This is an optimization exercise on Yosys and OpenROAD, whose aim is small area, not a production implementation. Function was checked by simulation only, so behaviour that the tests miss may differ from the original. Power is estimated from default activity; no workload was simulated.

==> v38 <==
// breakout
module breakout(
    input  logic clk,
    input  logic right,
    input  logic left,
    input  logic reset,
    output logic [2:0] red,
    output logic [2:0] green,
    output logic [2:0] blue,
    output logic hsync,
    output logic vsync
    );
Settings: LEC_CHECK=0, CAP_MARGIN=20, CORE_MARGIN=2, CORE_UTILIZATION=60, CTS_BUF_LIST=sky130_fd_sc_hd__clkbuf_8, GPL_TIMING_DRIVEN=0, SLEW_MARGIN=20; clock period 8.0 ns.
standard.sh (not shown) runs the stock make flow with config.mk's settings and CLKGATE_MAP_FILE= SYNTH_SCRIPT=/design/flow/synth_recipe.tcl, a recipe that flattens the netlist after the stock synthesis.
==> flow/flow/run.sh <==
#!/bin/bash
# Layout flow: the standard synthesis, then the combinational logic is
# mapped again with an area-oriented ABC script (every register, its name and
# its cell are kept), then the standard layout from the floorplan on,
# with the make settings listed in make_args.txt (one per line).
set -euo pipefail
F=$(cd "$(dirname "${BASH_SOURCE[0]}")" && pwd)
W=$(pwd)
R=$W/orfs/results/$FLOW_PLATFORM/breakout/base
LIB=$FLOW_HOME/platforms/sky130hd/lib/sky130_fd_sc_hd__tt_025C_1v80.lib

bash standard.sh synth > synth_standard.log 2>&1
cp $R/1_2_yosys.v $W/netlist_standard.v

python3 $F/gen_models.py $LIB $W/comb_models.v > gen_models.log 2>&1
sed -e "s#LIBFILE#$LIB#g" -e "s#MODELS#$W/comb_models.v#" -e "s#NETLIST#$W/netlist_standard.v#" \
    -e "s#SCRIPT#$F/area.abc#" -e "s#STATFILE#$W/remap_stat.txt#" -e "s#OUTFILE#$W/netlist_remapped.v#" \
    $F/remap.ys.tmpl > $W/remap.ys
yosys -s $W/remap.ys > remap_yosys.log 2>&1

cp $W/netlist_remapped.v $R/1_2_yosys.v
rm -f $R/1_synth.odb $R/1_synth.sdc
ARGS=()
if [[ -f $F/make_args.txt ]]; then
  while IFS= read -r line; do [[ -n "$line" ]] && ARGS+=("$line"); done < $F/make_args.txt
fi
bash standard.sh "${ARGS[@]}" finish > layout.log 2>&1
==> flow/flow/area.abc <==
strash; dc2; &get -n; &deepsyn -T 30; &put; dc2; dch -f; amap; topo
==> flow/flow/make_args.txt <==
CTS_ARGS=-repair_clock_nets -buf_list sky130_fd_sc_hd__clkbuf_8 -sink_clustering_enable -balance_levels -sink_clustering_size 25 -sink_clustering_max_diameter 200 -dont_use_dummy_load
BUFFER_PORTS_ARGS=-buffer_cell sky130_fd_sc_hd__buf_1
Other scripts of this flow, unchanged in this note and not shown: flow/flow/gen_models.py, flow/flow/remap.ys.tmpl
==> v16 (differences from v38) <==
--- a/flow/design.v
+++ b/flow/design.v
@@ -38,14 +38,14 @@
 wire rgt    = ay & (hc[9:2] == 8'b10011111) & (hc[1] | hc[0]);   
 wire border = lft | rgt | top;
 wire h0     = (hc == 10'd0);
 wire v480   = (vc == 10'd480);
 wire eof    = h0 & v480;
 logic [8:0] padp;      
-logic [10:0] xcnt;
-logic [9:0] ycnt;
+logic [9:0] nbx;       
+logic [8:0] nby;       
 logic xdir, ydir, xb, yb;
 logic [5:0] mt;        
 logic [99:0] q;
 logic cur;         
 logic hitflag;     
 logic filling;     
@@ -81,33 +81,44 @@
 wire [2:0] phi = {1'b0, padp[8:7]} + {2'b0, !pc};
 wire prange = (|pe[6:2]) & (wide ? !(pe[6] & pe[5] & pe[4] & pe[3] & (pe[2] | pe[1] | pe[0]))
                                  : !geq({3'b0, pe}, 10'd85));
 wire paddle = (vc[9:3] == 7'b0110111) & (hc[9:7] == phi) & prange;
 wire xplus = xdir ^ xb;
 wire yplus = ydir ^ yb;
-wire bx0 = (xcnt == 11'd1023);                     
-wire by0 = (ycnt == 10'd480);                      
+wire [9:0] xdelta = xplus ? (fast ? 10'h3FB : 10'h3FD) : (fast ? 10'd5 : 10'd3);
+wire [8:0] ydelta = yplus ? (fast ? 9'h1FB : 9'h1FD) : (fast ? 9'd5 : 9'd3);
+wire [9:0] xop = hc | (eof ? xdelta : 10'd0);           
+wire [9:0] yop = eof ? {1'b0, ydelta} : vc;
+logic [10:0] xs;
+logic xc;
+always_comb begin
+  xc = !eof;
+  for (int i = 0; i < 10; i++) begin
+    xs[i] = xop[i] ^ nbx[i] ^ xc;
+    xc = (xop[i] & nbx[i]) | (xop[i] & xc) | (nbx[i] & xc);
+  end
+  xs[10] = xc;
+end
+logic [9:0] ys;
+logic yc;
+wire [9:0] ya = yop;
+wire [9:0] yb_ = {1'b1, nby};
+always_comb begin
+  yc = !eof;
+  for (int i = 0; i < 10; i++) begin
+    ys[i] = ya[i] ^ yb_[i] ^ yc;
+    yc = (ya[i] & yb_[i]) | (ya[i] & yc) | (yb_[i] & yc);
+  end
+end
+wire bx0 = &nbx;                                   
+wire by0 = &nby;                                   
+wire xwin = h0 ? bx0 : (xs[10] & (xs[9:3] == 7'd0) & !(xs[2] & xs[1]));
+wire ywin = eof ? (geq({1'b0, nby}, 10'd31) & !geq({1'b0, nby}, 10'd37))
+                : ((ys[9:3] == 7'd0) & !(ys[2] & ys[1]));
+wire ball = xwin & ywin;
 wire zero = bx0 & by0;
-wire [9:0] xk = zero ? 10'd1000 : xplus ? (fast ? 10'd1020 : 10'd1022) : (fast ? 10'd6 : 10'd4);
-wire [10:0] xadd = eof ? {1'b0, xk} : hend ? 11'd1249 : 11'd1;    
-wire [10:0] xsum = xcnt + xadd;
-always_ff @(posedge clk)
-  if (reset) xcnt <= 11'd1023;
-  else if (eof) xcnt <= {xsum[9:0] == 10'd0, xsum[9:0]};
-  else xcnt <= xsum;
-wire ywrap = yplus ? (ycnt[9:3] == 7'b1111100) & (fast ? !(ycnt[2] & ycnt[1]) : !ycnt[2])
-                   : (fast ? (ycnt >= 10'd476) & (ycnt <= 10'd480) : (ycnt >= 10'd478) & (ycnt <= 10'd480));
-wire [9:0] yk = zero ? 10'd744 :
-                {ywrap ^ yplus, {6{yplus}}, yplus ? (fast ? 3'b011 : 3'b101) : (fast ? 3'b101 : 3'b011)};
-wire [9:0] yadd = eof ? yk : hend ? (vend ? 10'd504 : 10'd1) : 10'd0;    
-always_ff @(posedge clk)
-  if (reset) ycnt <= 10'd0;
-  else ycnt <= ycnt + yadd;
-wire xwin = (xcnt == 11'd1023) | ((xcnt[10:3] == 8'b10000000) & !(xcnt[2] & (xcnt[1] | xcnt[0])));    
-wire ywin = (ycnt[9:3] == 7'd0) & !(ycnt[2] & ycnt[1]);    
-wire ball = xwin & ywin;
 logic [7:0] row;
 logic incol, c56;
 always_comb begin
   for (int r = 0; r < 8; r++) row[r] = geq(vc, 30 + 30*r) && leq(vc, 50 + 30*r);
   incol = 1'b0;
   for (int c = 0; c < 12; c++)
@@ -149,24 +160,32 @@
 wire gi = common | bG;
 wire bi = common | bB;
 assign red = {3{ri}};
 assign green = {3{gi}};
 assign blue = {3{bi}};
 always_ff @(posedge clk)
-  if (reset) mt <= 0;
-  else if (!eof) begin
-    if (ball & bottom) mt <= 6'd60;
-  end else if (!zero) begin
-    if (mt != 0) mt <= mt - 6'd1;
+  if (reset) begin
+    nbx <= 10'h3FF; nby <= 9'h1FF;
+  end else if (eof) begin
+    if (zero) begin
+      nbx <= ~10'd25; nby <= ~9'd280;
+    end else begin
+      nbx <= xs[9:0];
+      nby <= ys[8:0];
+    end
   end
 always_ff @(posedge clk)
-  if (!eof) begin
+  if (reset) begin
+    xb <= 0; yb <= 0; mt <= 0; xdir <= 1; ydir <= 1;
+  end else if (!eof) begin
     if (ball & (lft | rgt)) xb <= 1;
     if (ball & (top | bottom | (paddle & ydir))) yb <= 1;
+    if (ball & bottom) mt <= 6'd60;
   end else if (zero) begin
     xdir <= 1; ydir <= 1; xb <= 0; yb <= 0;
   end else begin
     if (xb) xdir <= ~xdir;
     if (yb) ydir <= ~ydir;
     xb <= 0; yb <= 0;
+    if (mt != 0) mt <= mt - 6'd1;
   end
 endmodule
==> flow/flow/area.abc (replaced) <==
strash; dch -f; amap; strash; dch -f; amap; topo
==> flow/flow/make_args.txt (replaced) <==
CTS_ARGS=-sink_clustering_enable -sink_clustering_size 40 -sink_clustering_max_diameter 200 -repair_clock_nets -buf_list sky130_fd_sc_hd__clkbuf_16 -dont_use_dummy_load
BUFFER_PORTS_ARGS=-buffer_cell sky130_fd_sc_hd__buf_1
Settings changed: CORE_UTILIZATION 60 to 40, GPL_TIMING_DRIVEN 0 to default.
==> v5 (differences from v38) <==
--- a/flow/design.v
+++ b/flow/design.v
@@ -38,14 +38,14 @@
 wire rgt    = ay & (hc[9:2] == 8'b10011111) & (hc[1] | hc[0]);   
 wire border = lft | rgt | top;
 wire h0     = (hc == 10'd0);
 wire v480   = (vc == 10'd480);
 wire eof    = h0 & v480;
 logic [8:0] padp;      
-logic [10:0] xcnt;
-logic [9:0] ycnt;
+logic [9:0] nbx;       
+logic [8:0] nby;       
 logic xdir, ydir, xb, yb;
 logic [5:0] mt;        
 logic [99:0] q;
 logic cur;         
 logic hitflag;     
 logic filling;     
@@ -81,33 +81,44 @@
 wire [2:0] phi = {1'b0, padp[8:7]} + {2'b0, !pc};
 wire prange = (|pe[6:2]) & (wide ? !(pe[6] & pe[5] & pe[4] & pe[3] & (pe[2] | pe[1] | pe[0]))
                                  : !geq({3'b0, pe}, 10'd85));
 wire paddle = (vc[9:3] == 7'b0110111) & (hc[9:7] == phi) & prange;
 wire xplus = xdir ^ xb;
 wire yplus = ydir ^ yb;
-wire bx0 = (xcnt == 11'd1023);                     
-wire by0 = (ycnt == 10'd480);                      
+wire [9:0] xdelta = xplus ? (fast ? 10'h3FB : 10'h3FD) : (fast ? 10'd5 : 10'd3);
+wire [8:0] ydelta = yplus ? (fast ? 9'h1FB : 9'h1FD) : (fast ? 9'd5 : 9'd3);
+wire [9:0] xop = hc | (eof ? xdelta : 10'd0);           
+wire [9:0] yop = eof ? {1'b0, ydelta} : vc;
+logic [10:0] xs;
+logic xc;
+always_comb begin
+  xc = !eof;
+  for (int i = 0; i < 10; i++) begin
+    xs[i] = xop[i] ^ nbx[i] ^ xc;
+    xc = (xop[i] & nbx[i]) | (xop[i] & xc) | (nbx[i] & xc);
+  end
+  xs[10] = xc;
+end
+logic [9:0] ys;
+logic yc;
+wire [9:0] ya = yop;
+wire [9:0] yb_ = {1'b1, nby};
+always_comb begin
+  yc = !eof;
+  for (int i = 0; i < 10; i++) begin
+    ys[i] = ya[i] ^ yb_[i] ^ yc;
+    yc = (ya[i] & yb_[i]) | (ya[i] & yc) | (yb_[i] & yc);
+  end
+end
+wire bx0 = &nbx;                                   
+wire by0 = &nby;                                   
+wire xwin = h0 ? bx0 : (xs[10] & (xs[9:3] == 7'd0) & !(xs[2] & xs[1]));
+wire ywin = eof ? (geq({1'b0, nby}, 10'd31) & !geq({1'b0, nby}, 10'd37))
+                : ((ys[9:3] == 7'd0) & !(ys[2] & ys[1]));
+wire ball = xwin & ywin;
 wire zero = bx0 & by0;
-wire [9:0] xk = zero ? 10'd1000 : xplus ? (fast ? 10'd1020 : 10'd1022) : (fast ? 10'd6 : 10'd4);
-wire [10:0] xadd = eof ? {1'b0, xk} : hend ? 11'd1249 : 11'd1;    
-wire [10:0] xsum = xcnt + xadd;
-always_ff @(posedge clk)
-  if (reset) xcnt <= 11'd1023;
-  else if (eof) xcnt <= {xsum[9:0] == 10'd0, xsum[9:0]};
-  else xcnt <= xsum;
-wire ywrap = yplus ? (ycnt[9:3] == 7'b1111100) & (fast ? !(ycnt[2] & ycnt[1]) : !ycnt[2])
-                   : (fast ? (ycnt >= 10'd476) & (ycnt <= 10'd480) : (ycnt >= 10'd478) & (ycnt <= 10'd480));
-wire [9:0] yk = zero ? 10'd744 :
-                {ywrap ^ yplus, {6{yplus}}, yplus ? (fast ? 3'b011 : 3'b101) : (fast ? 3'b101 : 3'b011)};
-wire [9:0] yadd = eof ? yk : hend ? (vend ? 10'd504 : 10'd1) : 10'd0;    
-always_ff @(posedge clk)
-  if (reset) ycnt <= 10'd0;
-  else ycnt <= ycnt + yadd;
-wire xwin = (xcnt == 11'd1023) | ((xcnt[10:3] == 8'b10000000) & !(xcnt[2] & (xcnt[1] | xcnt[0])));    
-wire ywin = (ycnt[9:3] == 7'd0) & !(ycnt[2] & ycnt[1]);    
-wire ball = xwin & ywin;
 logic [7:0] row;
 logic incol, c56;
 always_comb begin
   for (int r = 0; r < 8; r++) row[r] = geq(vc, 30 + 30*r) && leq(vc, 50 + 30*r);
   incol = 1'b0;
   for (int c = 0; c < 12; c++)
@@ -149,24 +160,32 @@
 wire gi = common | bG;
 wire bi = common | bB;
 assign red = {3{ri}};
 assign green = {3{gi}};
 assign blue = {3{bi}};
 always_ff @(posedge clk)
-  if (reset) mt <= 0;
-  else if (!eof) begin
-    if (ball & bottom) mt <= 6'd60;
-  end else if (!zero) begin
-    if (mt != 0) mt <= mt - 6'd1;
+  if (reset) begin
+    nbx <= 10'h3FF; nby <= 9'h1FF;
+  end else if (eof) begin
+    if (zero) begin
+      nbx <= ~10'd25; nby <= ~9'd280;
+    end else begin
+      nbx <= xs[9:0];
+      nby <= ys[8:0];
+    end
   end
 always_ff @(posedge clk)
-  if (!eof) begin
+  if (reset) begin
+    xb <= 0; yb <= 0; mt <= 0; xdir <= 1; ydir <= 1;
+  end else if (!eof) begin
     if (ball & (lft | rgt)) xb <= 1;
     if (ball & (top | bottom | (paddle & ydir))) yb <= 1;
+    if (ball & bottom) mt <= 6'd60;
   end else if (zero) begin
     xdir <= 1; ydir <= 1; xb <= 0; yb <= 0;
   end else begin
     if (xb) xdir <= ~xdir;
     if (yb) ydir <= ~ydir;
     xb <= 0; yb <= 0;
+    if (mt != 0) mt <= mt - 6'd1;
   end
 endmodule
==> flow/flow/area.abc (replaced) <==
strash; dch -f; amap; strash; dch -f; amap; topo
==> flow/flow/make_args.txt (replaced) <==
CTS_ARGS=-sink_clustering_enable -repair_clock_nets -buf_list sky130_fd_sc_hd__clkbuf_8 -dont_use_dummy_load
BUFFER_PORTS_ARGS=-buffer_cell sky130_fd_sc_hd__buf_1
==> v17 (differences from v38) <==
--- a/flow/design.v
+++ b/flow/design.v
@@ -149,24 +149,21 @@
 wire gi = common | bG;
 wire bi = common | bB;
 assign red = {3{ri}};
 assign green = {3{gi}};
 assign blue = {3{bi}};
 always_ff @(posedge clk)
-  if (reset) mt <= 0;
-  else if (!eof) begin
-    if (ball & bottom) mt <= 6'd60;
-  end else if (!zero) begin
-    if (mt != 0) mt <= mt - 6'd1;
-  end
-always_ff @(posedge clk)
-  if (!eof) begin
+  if (reset) begin
+    xb <= 0; yb <= 0; mt <= 0; xdir <= 1; ydir <= 1;
+  end else if (!eof) begin
     if (ball & (lft | rgt)) xb <= 1;
     if (ball & (top | bottom | (paddle & ydir))) yb <= 1;
+    if (ball & bottom) mt <= 6'd60;
   end else if (zero) begin
     xdir <= 1; ydir <= 1; xb <= 0; yb <= 0;
   end else begin
     if (xb) xdir <= ~xdir;
     if (yb) ydir <= ~ydir;
     xb <= 0; yb <= 0;
+    if (mt != 0) mt <= mt - 6'd1;
   end
 endmodule
==> flow/flow/make_args.txt (replaced) <==
CTS_ARGS=-sink_clustering_enable -repair_clock_nets -buf_list "sky130_fd_sc_hd__clkbuf_4 sky130_fd_sc_hd__clkbuf_8" -dont_use_dummy_load
BUFFER_PORTS_ARGS=-buffer_cell sky130_fd_sc_hd__buf_1
==> reports/summary.md <==
The buffer depth of the longest clock path was 2. The number of cells traversed by the worst register-to-register path is 24, and the count of placed standard cells in the final layout, fillers left out is 863. The net count of the finished layout is 736. Of the total power, the clock network draws 29.9%.

The global-route usage over all layers came out at 23.62%. The flow ran to the end and the layout has no timing, DRC or antenna violations. For the final max-slew violation count, the log shows 0.
[end of results for v38]
==> reports/summary.md <==
The area of the mapped netlist was 5996 um2. The tool reported: "[ERROR STA-0564] clock_tree_synthesis positional arguments not supported". The width of the die came out at 104.0 um.

The flow did not finish. The flow halted during clock tree synthesis.
[end of results for v17]
==> reports/summary.md <==
For this run, the post-layout net count is 805. The final max-slew violation count was 0; the count of placed standard cells in the final layout, fillers left out was 987. The share of total power dissipated in the clock network is 42.3%. The number of cells traversed by the worst register-to-register path was 27; the global-route usage over all layers was 19.33%. The run finished with no timing, DRC or antenna violations. The run gives 2 as the buffer depth of the longest clock path.
[end of results for v16]
==> reports/summary.md <==
The run finished with no timing, DRC or antenna violations. The final max-slew violation count is 0, and the buffer depth of the longest clock path is 2. For the worst flop-to-flop path, the logic depth is 26.

The clock network burns 32.8% of the power. After the flow finishes, the layout carries non-filler instances totaling 928. Across every metal layer, demand over resource in global routing totals 26.05%. The net count of the finished layout is 798.
[end of results for v5]

[afterwards: timing with drivers on the ports]
The results above use ideal ports. As a check the final layouts listed here were re-extracted and re-timed, cells and wires unchanged. Step 1, drivers: a clkbuf_16 drives clk and a buf_2 each remaining input, both assumed. Step 2 also shifts input and output timing later by t, the mid clock arrival at the registers, as if the neighbouring blocks saw the same clock. a / b / c = no drivers / after step 1 / after step 2; a / b = the first two.
| run | shift t [ns] | slack for setup (ns) | worst register clock-pin slew, ns | worst slew at a driven data input, ns |
|---|---|---|---|---|
| v38 | 0.462 | 2.254 / 2.219 / 2.681 | 0.08 / 0.08 | 0.03 |
| v16 | 0.451 | 0.785 / 0.746 / 1.197 | 0.07 / 0.07 | 0.03 |
| v5 | 0.471 | 0.504 / 0.469 / 0.940 | 0.09 / 0.09 | 0.03 |
After both steps every run listed still meets setup and hold.
